Source: an optimization exercise on an open RTL-to-GDS flow (aim: small area and a short achievable clock period). Production flows keep margins and buffers that such runs may drop.
At most, simulation tests tie the RTL to the original design; equivalence was not proved.
The flow treats the clock pin as an ideal source. Dropping or thinning the clock tree relies on that and would not hold on a real chip.
Power and IR drop assume default switching activity.

## apb_top
module apb_top (
 input PCLK,
 input PRESETn,
 input transfer,
 input read_write,
 input  [7:0] write_addr,
 input  [7:0] write_data,
 input  [7:0] read_addr,
 output [7:0] read_data_out
);
Size: about 3,700 cells after synthesis, roughly 36 I/O pins.
Settings: LEC_CHECK=0, CAP_MARGIN=40, CORE_MARGIN=2, CORE_UTILIZATION=60, PLACE_DENSITY=0.7, SETUP_SLACK_MARGIN=4.6, SLEW_MARGIN=70, SYNTH_HIERARCHICAL=1; clock period 7.0 ns.
standard.sh (not shown) runs the stock make flow with config.mk's settings and CLKGATE_MAP_FILE= SYNTH_SCRIPT=/design/flow/synth_recipe.tcl, a recipe that flattens the netlist after the stock synthesis.
==> flow/flow/run.sh <==
#!/bin/bash
# The standard layout (standard.sh) with hooks into its steps:
#   flow/downsize.tcl (PRE_FLOORPLAN_TCL) sets logic cells to their
#     smallest size; the floorplan's repair_timing and the later repair
#     steps size up what timing needs.
#   flow/clock_tree.tcl (PRE_CTS_TCL) builds a two-level clock tree in place
#     of TritonCTS.
#   The port buffers are buf_2 cells (BUFFER_PORTS_ARGS).
# The make output goes to standard.log here; ORFS keeps each step's own log
# under orfs/logs/.
set -euo pipefail
export PRE_FLOORPLAN_TCL="$PWD/flow/downsize.tcl"
export PRE_CTS_TCL="$PWD/flow/clock_tree.tcl"
export BUFFER_PORTS_ARGS="-buffer_cell sky130_fd_sc_hd__buf_2"
bash standard.sh > standard.log 2>&1
==> flow/flow/downsize.tcl <==
# Sourced as PRE_FLOORPLAN_TCL. Synthesis maps some cells at a larger drive
# than their loads need; this sets every logic cell (not buffers, clock
# cells, taps or ties) to the smallest size of its family, and leaves the
# later repair steps to size up the cells that timing needs.
proc ds_run {} {
  set db [ord::get_db]
  set block [ord::get_db_block]
  array set best {}
  array set best_area {}
  array set best_drive {}
  foreach lib [$db getLibs] {
    foreach m [$lib getMasters] {
      set n [$m getName]
      if {![regexp {^(sky130_fd_sc_hd__[a-z0-9]+)_([0-9]+)$} $n -> base drive]} { continue }
      set a [expr {[$m getWidth] * [$m getHeight]}]
      if {![info exists best($base)] || $a < $best_area($base)
          || ($a == $best_area($base) && $drive > $best_drive($base))} {
        set best($base) $n
        set best_area($base) $a
        set best_drive($base) $drive
      }
    }
  }
  set skip {^sky130_fd_sc_hd__(buf|bufbuf|bufinv|clkbuf|clkdlybuf4s[0-9]+|clkinv|clkinvlp|dlygate4sd[0-9]+|dlymetal6s[0-9]+s|dlyb|tapvpwrvgnd|tap|fill|decap|diode|conb)$}
  set count 0
  foreach inst [$block getInsts] {
    set n [[$inst getMaster] getName]
    if {![regexp {^(sky130_fd_sc_hd__[a-z0-9]+)_([0-9]+)$} $n -> base drive]} { continue }
    if {[regexp $skip $base]} { continue }
    if {![info exists best($base)] || $best($base) eq $n} { continue }
    replace_cell [$inst getName] $best($base)
    incr count
  }
  puts "downsize: $count cells set to their smallest size"
}
ds_run
Other scripts of this flow, unchanged in this note and not shown: flow/flow/clock_tree.tcl
The first run finished with timing, DRC and antenna clean.
Then changed:
--- a/flow/flow/downsize.tcl
+++ b/flow/flow/downsize.tcl
@@ -3,2 +3,6 @@
-# cells, taps or ties) to the smallest size of its family, and leaves the
-# later repair steps to size up the cells that timing needs.
+# cells, taps or ties) to the smallest size of its family (the strongest of
+# those when several share the smallest area), and leaves the floorplan's
+# repair_timing and the later repair steps to size up what timing needs.
+# The exception is the read select's combining gates, which drive long wires
+# across the memory: a NAND4 that drives an AOI22, and an AOI22 that drives
+# an AND4, start at size 2.
@@ -34,0 +39,23 @@
+
+  set up 0
+  foreach inst [$block getInsts] {
+    set n [[$inst getMaster] getName]
+    if {$n eq "sky130_fd_sc_hd__nand4_1"} {
+      set load "sky130_fd_sc_hd__a22oi_"; set to "sky130_fd_sc_hd__nand4_2"
+    } elseif {$n eq "sky130_fd_sc_hd__a22oi_1"} {
+      set load "sky130_fd_sc_hd__and4_"; set to "sky130_fd_sc_hd__a22oi_2"
+    } else {
+      continue
+    }
+    set out [$inst findITerm Y]
+    set net [$out getNet]
+    if {$net eq "NULL"} { continue }
+    foreach it [$net getITerms] {
+      if {[string match "${load}*" [[[$it getInst] getMaster] getName]]} {
+        replace_cell [$inst getName] $to
+        incr up
+        break
+      }
+    }
+  }
+  puts "downsize: $up read select gates set to size 2"
Setup slack gets better by 60 ps.
Maximum frequency goes up by 2.6%.
Via count falls by 1.1%.
Core utilization rose by 0.16 points.
Routed wire length decreases by 1.9%.
Flip-flop and latch count is unchanged.
Function was not checked in any run of this note: the RTL went through the layout flow alone. In every run of this note, the design's own scripts or RTL, not TritonCTS, make the clock network.

## build 48
Another version of the RTL of apb_top (not shown whole).
Size in the first run: ~3800 cells after synthesis.
export LEC_CHECK = 0
export CAP_MARGIN = 40
export CORE_MARGIN = 2
export CORE_UTILIZATION = 60
export PLACE_DENSITY = 0.7
export SETUP_SLACK_MARGIN = 4.6
export SLEW_MARGIN = 70
export SYNTH_HIERARCHICAL = 1
create_clock -name core_clock -period 7.0 [get_ports {PCLK}]
==> flow/flow/downsize.tcl <==
# Sourced as PRE_FLOORPLAN_TCL. Synthesis maps some cells at a larger drive
# than their loads need; this sets every logic cell (not buffers, clock
# cells, taps or ties) to the smallest size of its family, and leaves the
# later repair steps to size up the cells that timing needs.
proc ds_run {} {
  set db [ord::get_db]
  set block [ord::get_db_block]
  array set best {}
  array set best_area {}
  array set best_drive {}
  foreach lib [$db getLibs] {
    foreach m [$lib getMasters] {
      set n [$m getName]
      if {![regexp {^(sky130_fd_sc_hd__[a-z0-9]+)_([0-9]+)$} $n -> base drive]} { continue }
      set a [expr {[$m getWidth] * [$m getHeight]}]
      if {![info exists best($base)] || $a < $best_area($base)
          || ($a == $best_area($base) && $drive > $best_drive($base))} {
        set best($base) $n
        set best_area($base) $a
        set best_drive($base) $drive
      }
    }
  }
  set skip {^sky130_fd_sc_hd__(buf|bufbuf|bufinv|clkbuf|clkdlybuf4s[0-9]+|clkinv|clkinvlp|dlygate4sd[0-9]+|dlymetal6s[0-9]+s|dlyb|tapvpwrvgnd|tap|fill|decap|diode|conb)$}
  set count 0
  foreach inst [$block getInsts] {
    set n [[$inst getMaster] getName]
    if {![regexp {^(sky130_fd_sc_hd__[a-z0-9]+)_([0-9]+)$} $n -> base drive]} { continue }
    if {[regexp $skip $base]} { continue }
    if {![info exists best($base)] || $best($base) eq $n} { continue }
    replace_cell [$inst getName] $best($base)
    incr count
  }
  puts "downsize: $count cells set to their smallest size"
}
ds_run
Scripts as last shown in full above: flow/flow/run.sh
Other scripts of this flow, unchanged in this note and not shown: flow/flow/clock_tree.tcl
The final layout from build 48, which completed every stage, passed the timing, design-rule and antenna checks at the end of the flow.
--- input diff build 48..build 6 ---
- SETUP_SLACK_MARGIN changed from 4.6 to 4.7
### Flow results
- Critical path arrival delta (build 6 -> build 48): insignificant
- Cell area, build 6 vs build 48: up slightly
- Via count for build 6: 0.72% down relative to build 48
diff inputs: build 6 => build 63
- a change of SETUP_SLACK_MARGIN from 4.7 to 4.6
diff --git a/flow/flow/downsize.tcl b/flow/flow/downsize.tcl
--- a/flow/flow/downsize.tcl
+++ b/flow/flow/downsize.tcl
@@ -2,4 +2,8 @@
 # than their loads need; this sets every logic cell (not buffers, clock
-# cells, taps or ties) to the smallest size of its family, and leaves the
-# later repair steps to size up the cells that timing needs.
+# cells, taps or ties) to the smallest size of its family (the strongest of
+# those when several share the smallest area), and leaves the floorplan's
+# repair_timing and the later repair steps to size up what timing needs.
+# The exception is the read select's combining gates, which drive long wires
+# across the memory: a NAND4 that drives an AOI22, and an AOI22 that drives
+# an AND4, start at size 2.
 proc ds_run {} {
@@ -34,2 +38,25 @@
   puts "downsize: $count cells set to their smallest size"
+
+  set up 0
+  foreach inst [$block getInsts] {
+    set n [[$inst getMaster] getName]
+    if {$n eq "sky130_fd_sc_hd__nand4_1"} {
+      set load "sky130_fd_sc_hd__a22oi_"; set to "sky130_fd_sc_hd__nand4_2"
+    } elseif {$n eq "sky130_fd_sc_hd__a22oi_1"} {
+      set load "sky130_fd_sc_hd__and4_"; set to "sky130_fd_sc_hd__a22oi_2"
+    } else {
+      continue
+    }
+    set out [$inst findITerm Y]
+    set net [$out getNet]
+    if {$net eq "NULL"} { continue }
+    foreach it [$net getITerms] {
+      if {[string match "${load}*" [[[$it getInst] getMaster] getName]]} {
+        replace_cell [$inst getName] $to
+        incr up
+        break
+      }
+    }
+  }
+  puts "downsize: $up read select gates set to size 2"
 }
- Row placed instance area: build 63 higher / build 6 lower
- The run showing the smaller detailed-placement wirelength estimate is build 6.
- The met2 capacity usage during global routing reported for build 63 is smaller than that of build 6 by 2.9 points.
- Area taken by multi-input logic gates (build 63 vs. build 6) increases by a few percent
- Build 63 vs build 6, slowest stage cell on the critical path: dfxtp_4 vs dfxtp_1
- Last element of the critical path: read_data_out[3] -> build 63, read_data_out[6] -> build 6
- Row sequential share of layout area: build 63 lower / build 6 higher
[inputs] build 92 vs build 63
- CAP_MARGIN now 60, was 40
==> flow/flow/downsize.tcl <==
# Sourced as PRE_FLOORPLAN_TCL. Synthesis maps some cells at a larger drive
# than their loads need; this sets every logic cell (not buffers, clock
# cells, taps or ties) to the smallest size of its family, and leaves the
# later repair steps to size up the cells that timing needs.
proc ds_run {} {
  set db [ord::get_db]
  set block [ord::get_db_block]
  array set best {}
  array set best_area {}
  array set best_drive {}
  foreach lib [$db getLibs] {
    foreach m [$lib getMasters] {
      set n [$m getName]
      if {![regexp {^(sky130_fd_sc_hd__[a-z0-9]+)_([0-9]+)$} $n -> base drive]} { continue }
      set a [expr {[$m getWidth] * [$m getHeight]}]
      if {![info exists best($base)] || $a < $best_area($base)
          || ($a == $best_area($base) && $drive > $best_drive($base))} {
        set best($base) $n
        set best_area($base) $a
        set best_drive($base) $drive
      }
    }
  }
  set skip {^sky130_fd_sc_hd__(buf|bufbuf|bufinv|clkbuf|clkdlybuf4s[0-9]+|clkinv|clkinvlp|dlygate4sd[0-9]+|dlymetal6s[0-9]+s|dlyb|tapvpwrvgnd|tap|fill|decap|diode|conb)$}
  set count 0
  foreach inst [$block getInsts] {
    set n [[$inst getMaster] getName]
    if {![regexp {^(sky130_fd_sc_hd__[a-z0-9]+)_([0-9]+)$} $n -> base drive]} { continue }
    if {[regexp $skip $base]} { continue }
    if {![info exists best($base)] || $best($base) eq $n} { continue }
    replace_cell [$inst getName] $best($base)
    incr count
  }
  puts "downsize: $count cells set to their smallest size"
}
ds_run
Results
Build 92 vs build 63, total core area went down by 0.61%.
Build 92 drops more vias than build 63.
Share of layout cells above drive strength 1 sits lower in build 92 than in build 63.
Post-layout total power, build 92 vs build 63: down slightly
The core utilization in build 92 was lower than what build 63 gave.
Share of the cycle needed by the critical path after routing: lower on build 92
Area after detailed placement sits lower in build 92 than in build 63.
Delta (build 92 minus build 63): overall track demand over capacity in global routing shows an increase of 1.0 points; share of the final layout cell area in sequential cells shows an increase of 1.1 points; mux cell area share after synthesis shows no meaningful change.
No run of this note takes its clock network from TritonCTS; it comes from the design's own scripts or RTL.

== run 1 ==
apb_top, a different RTL version from the one above (not shown whole).
For scale: roughly 3900 cells after synthesis, ~2200 flip-flops, roughly 36 I/O pins.
Settings: LEC_CHECK=0, CAP_MARGIN=40, CORE_MARGIN=2, CORE_UTILIZATION=60, PLACE_DENSITY=0.7, SETUP_SLACK_MARGIN=4.6, SLEW_MARGIN=85, SYNTH_HIERARCHICAL=1; clock period 7.0 ns.
Scripts as last shown in full above: flow/flow/run.sh
Other scripts of this flow, unchanged in this note and not shown: flow/flow/clock_tree.tcl, flow/flow/downsize.tcl
Run 1 went all the way through the flow, and no timing, DRC or antenna check failed.
--- input diff run 1..run 2 ---
Settings: swapping 85 for 40 in SLEW_MARGIN.
Notes after the runs:
Run 1 → run 2: maximum number of pins on one net before global-route repair now sits higher, transition time of the tightest slew-check pin saw an increase, part of the Yosys area used for sequential elements flat.
Run 2: relative contribution of the clock network to total power 1.1 points above run 1
[diff] first-iteration DRC count, run 2 relative to run 1: improvement
Number of placed instances with taps included ended up about 4.5% lower on run 2 than on run 1.
In every run of this note, the design's own scripts or RTL, not TritonCTS, make the clock network.

Another version of the RTL of apb_top (not shown whole).
For scale: roughly 2100 flip-flops, ~58000 µm² of cells after synthesis.
==> flow/config.mk <==
export PLATFORM = sky130hd
export DESIGN_NAME = apb_top
export DESIGN_NICKNAME = apb_top
export VERILOG_FILES = /design/flow/design.v
export SDC_FILE = /design/flow/constraint.sdc
export NUM_CORES = 8
export LEC_CHECK = 0
export CAP_MARGIN = 40
export CORE_MARGIN = 2
export CORE_UTILIZATION = 60
export PLACE_DENSITY = 0.7
export SETUP_SLACK_MARGIN = 4.5
export SLEW_MARGIN = 40
export SYNTH_HIERARCHICAL = 1
==> flow/constraint.sdc <==
create_clock -name core_clock -period 7.0 [get_ports {PCLK}]
set_input_delay 1.4000 -clock core_clock [delete_from_list [all_inputs] [get_ports {PCLK}]]
set_output_delay 1.4000 -clock core_clock [all_outputs]
set_load 0.01 [all_outputs]
==> flow/flow/run.sh <==
#!/bin/bash
# The standard layout (standard.sh), with the clock tree built by
# flow/clock_tree.tcl in place of TritonCTS: the CTS step sources it as its
# PRE_CTS_TCL hook. The make output goes to standard.log here; ORFS keeps
# each step's own log under orfs/logs/.
set -euo pipefail
export PRE_CTS_TCL="$PWD/flow/clock_tree.tcl"
bash standard.sh > standard.log 2>&1
==> flow/flow/clock_tree.tcl <==
# Builds a two-level clock tree in place of TritonCTS: the clock port drives
# four root buffers, each root drives the leaf buffers of one quadrant, and
# each leaf buffer drives one cluster of about CLK_LEAF_SIZE flip-flops.
# Sourced as PRE_CTS_TCL; it then turns clock_tree_synthesis into a no-op so
# the rest of the standard CTS step (legalisation, repair) runs unchanged.

set ::ctree_leaf_cell [expr {[info exists ::env(CLK_LEAF_CELL)] ? $::env(CLK_LEAF_CELL) : "sky130_fd_sc_hd__clkbuf_16"}]
set ::ctree_root_cell [expr {[info exists ::env(CLK_ROOT_CELL)] ? $::env(CLK_ROOT_CELL) : "sky130_fd_sc_hd__clkbuf_16"}]
set ::ctree_leaf_size [expr {[info exists ::env(CLK_LEAF_SIZE)] ? $::env(CLK_LEAF_SIZE) : 30}]

proc ctree_build {} {
  global ctree_leaf_cell ctree_root_cell ctree_leaf_size
  set block [ord::get_db_block]
  set clk_port_net [$block findNet PCLK]
  set db [ord::get_db]
  set rmaster [$db findMaster $ctree_root_cell]
  set lmaster [$db findMaster $ctree_leaf_cell]
  set sinks {}
  foreach it [$clk_port_net getITerms] {
    set inst [$it getInst]
    set bb [$inst getBBox]
    set x [expr {([$bb xMin] + [$bb xMax]) / 2}]
    set y [expr {([$bb yMin] + [$bb yMax]) / 2}]
    lappend sinks [list [$inst getName] [[$it getMTerm] getName] $x $y]
  }
  set n [llength $sinks]
  set nleaf [expr {max(4, int(round(double($n) / $ctree_leaf_size)))}]
  # columns x rows close to square, with an even number of each
  set cols [expr {max(2, 2 * int(round(sqrt($nleaf) / 2.0)))}]
  set rows [expr {max(2, 2 * int(round(double($nleaf) / $cols / 2.0)))}]
  puts "ctree: $n sinks, $cols x $rows leaf clusters"

  # split into columns of equal count by x, then each column into rows by y
  set byx [lsort -integer -index 2 $sinks]
  set leaves {}
  for {set c 0} {$c < $cols} {incr c} {
    set lo [expr {$c * $n / $cols}]
    set hi [expr {($c + 1) * $n / $cols - 1}]
    set col [lsort -integer -index 3 [lrange $byx $lo $hi]]
    set m [llength $col]
    for {set r 0} {$r < $rows} {incr r} {
      set l2 [expr {$r * $m / $rows}]
      set h2 [expr {($r + 1) * $m / $rows - 1}]
      lappend leaves [list $c $r [lrange $col $l2 $h2]]
    }
  }

  # quadrants: left/right half of the columns, lower/upper half of the rows
  set leaf_idx 0
  foreach q {0 1 2 3} {
    set qc [expr {$q % 2}]
    set qr [expr {$q / 2}]
    set rname "ctree_root_$q"
    set rnet "ctree_rnet_$q"
    set rinst [odb::dbInst_create $block $rmaster $rname]
    set rn [odb::dbNet_create $block $rnet]
    $rn setSigType CLOCK
    [$rinst findITerm X] connect $rn
    [$rinst findITerm A] connect $clk_port_net
    set sx 0; set sy 0; set k 0
    foreach leaf $leaves {
      lassign $leaf c r members
      if {($c >= $cols / 2) != $qc || ($r >= $rows / 2) != $qr} { continue }
      set lname "ctree_leaf_$leaf_idx"
      set lnet "ctree_lnet_$leaf_idx"
      incr leaf_idx
      set linst [odb::dbInst_create $block $lmaster $lname]
      set ln [odb::dbNet_create $block $lnet]
      $ln setSigType CLOCK
      [$linst findITerm X] connect $ln
      [$linst findITerm A] connect $rn
      set lx 0; set ly 0
      foreach s $members {
        lassign $s iname pname x y
        set it [[$block findInst $iname] findITerm $pname]
        $it disconnect
        $it connect $ln
        incr lx $x; incr ly $y
      }
      set lx [expr {$lx / [llength $members]}]
      set ly [expr {$ly / [llength $members]}]
      ctree_place $lname $lx $ly
      incr sx $lx; incr sy $ly; incr k
    }
    ctree_place $rname [expr {$sx / $k}] [expr {$sy / $k}]
  }
  puts "ctree: $leaf_idx leaf buffers, 4 root buffers"
}

proc ctree_place {name x y} {
  set block [ord::get_db_block]
  set inst [$block findInst $name]
  set m [$inst getMaster]
  set x [expr {$x - [$m getWidth] / 2}]
  set y [expr {$y - [$m getHeight] / 2}]
  $inst setLocation $x $y
  $inst setPlacementStatus PLACED
}

ctree_build
set_propagated_clock [all_clocks]
rename ::clock_tree_synthesis ctree_unused_cts
proc ::clock_tree_synthesis {args} { puts "ctree: clock tree already built" }
The baseline completed with no timing, DRC or antenna violations.
==> next run, changes <==
==> flow/flow/run.sh (replaced) <==
#!/bin/bash
# The standard layout (standard.sh) with two hooks into its steps:
#   flow/downsize.tcl (POST_FLOORPLAN_TCL) sets logic cells to their
#     smallest size before placement; the repair steps size up what timing
#     needs.
#   flow/clock_tree.tcl (PRE_CTS_TCL) builds a two-level clock tree in place
#     of TritonCTS.
# The make output goes to standard.log here; ORFS keeps each step's own log
# under orfs/logs/.
set -euo pipefail
export POST_FLOORPLAN_TCL="$PWD/flow/downsize.tcl"
export PRE_CTS_TCL="$PWD/flow/clock_tree.tcl"
bash standard.sh > standard.log 2>&1
--- a/flow/flow/clock_tree.tcl
+++ b/flow/flow/clock_tree.tcl
@@ -7,5 +7,5 @@
 set ::ctree_leaf_cell [expr {[info exists ::env(CLK_LEAF_CELL)] ? $::env(CLK_LEAF_CELL) : "sky130_fd_sc_hd__clkbuf_16"}]
 set ::ctree_root_cell [expr {[info exists ::env(CLK_ROOT_CELL)] ? $::env(CLK_ROOT_CELL) : "sky130_fd_sc_hd__clkbuf_16"}]
-set ::ctree_leaf_size [expr {[info exists ::env(CLK_LEAF_SIZE)] ? $::env(CLK_LEAF_SIZE) : 30}]
+set ::ctree_leaf_size [expr {[info exists ::env(CLK_LEAF_SIZE)] ? $::env(CLK_LEAF_SIZE) : 26}]
 
 proc ctree_build {} {
==> flow/flow/downsize.tcl (new file) <==
# Sourced as POST_FLOORPLAN_TCL. Synthesis maps some cells at a larger drive
# than their loads need; this sets every logic cell (not buffers, clock
# cells, taps or ties) to the smallest size of its family, and leaves the
# later repair steps to size up the cells that timing needs.
proc ds_run {} {
  set db [ord::get_db]
  set block [ord::get_db_block]
  array set best {}
  array set best_area {}
  foreach lib [$db getLibs] {
    foreach m [$lib getMasters] {
      set n [$m getName]
      if {![regexp {^(sky130_fd_sc_hd__[a-z0-9]+)_([0-9]+)$} $n -> base drive]} { continue }
      set a [expr {[$m getWidth] * [$m getHeight]}]
      if {![info exists best($base)] || $a < $best_area($base)} {
        set best($base) $n
        set best_area($base) $a
      }
    }
  }
  set skip {^sky130_fd_sc_hd__(buf|bufbuf|bufinv|clkbuf|clkdlybuf4s[0-9]+|clkinv|clkinvlp|dlygate4sd[0-9]+|dlymetal6s[0-9]+s|dlyb|tapvpwrvgnd|tap|fill|decap|diode|conb)$}
  set count 0
  foreach inst [$block getInsts] {
    set n [[$inst getMaster] getName]
    if {![regexp {^(sky130_fd_sc_hd__[a-z0-9]+)_([0-9]+)$} $n -> base drive]} { continue }
    if {[regexp $skip $base]} { continue }
    if {![info exists best($base)] || $best($base) eq $n} { continue }
    replace_cell [$inst getName] $best($base)
    incr count
  }
  puts "downsize: $count cells set to their smallest size"
}
ds_run
Setup slack degrades by 0.082 ns.
Clock power went up by a little under a tenth.
Total power climbs slightly.
Design area fell by a few percent.
In every run of this note, the design's own scripts or RTL, not TritonCTS, make the clock network.

## re-timing with driven ports
No port has a modelled driver above. Below, the same layouts with a new extraction and two added sets of constraints. Step 1, drivers: a clkbuf_16 drives PCLK and a buf_2 each remaining input, both assumed. Step 2 adds t to the input delays and takes it off the output delays; t is the mean of the earliest and latest rising clock arrival at the registers after step 1. Input paths then give back, and output paths get back, about the clock's delay inside the block. a / b / c = ideal ports / drivers / drivers and shift; a / b = the first two.
| run | shift t [ns] | slack for setup (ns) | hold slack, ns | pins driven straight from the clock port |
|---|---|---|---|---|
| the first run of note 1 | 0.661 | 4.596 / 4.485 / 4.234 | 0.327 / 0.327 / 0.327 | 4 |
| the second run of note 1 | 0.656 | 4.656 / 4.499 / 4.182 | 0.330 / 0.329 / 0.329 | 4 |
| build 48 | 0.654 | 4.667 / 4.503 / 4.240 | 0.326 / 0.326 / 0.326 | 4 |
| build 6 | 0.651 | 4.664 / 4.504 / 4.276 | 0.330 / 0.330 / 0.330 | 4 |
| build 63 | 0.657 | 4.594 / 4.432 / 4.241 | 0.322 / 0.323 / 0.323 | 4 |
| build 92 | 0.655 | 4.675 / 4.516 / 4.265 | 0.321 / 0.322 / 0.322 | 4 |
| run 1 | 0.678 | 4.635 / 4.480 / 4.051 | 0.321 / 0.321 / 0.321 | 4 |
| run 2 | 0.677 | 4.577 / 4.472 / 4.135 | 0.321 / 0.321 / 0.321 | 4 |
| the first run of note 4 | 0.652 | 4.467 / 4.393 / 4.095 | 0.330 / 0.330 / 0.330 | 4 |
| the second run of note 4 | 0.680 | 4.384 / 4.384 / 4.162 | 0.323 / 0.323 / 0.323 | 4 |
After both steps setup and hold are still met in every run listed. The setup slack of run 1, which loses most, moves by -0.155 ns with the drivers and by -0.584 ns with both steps.
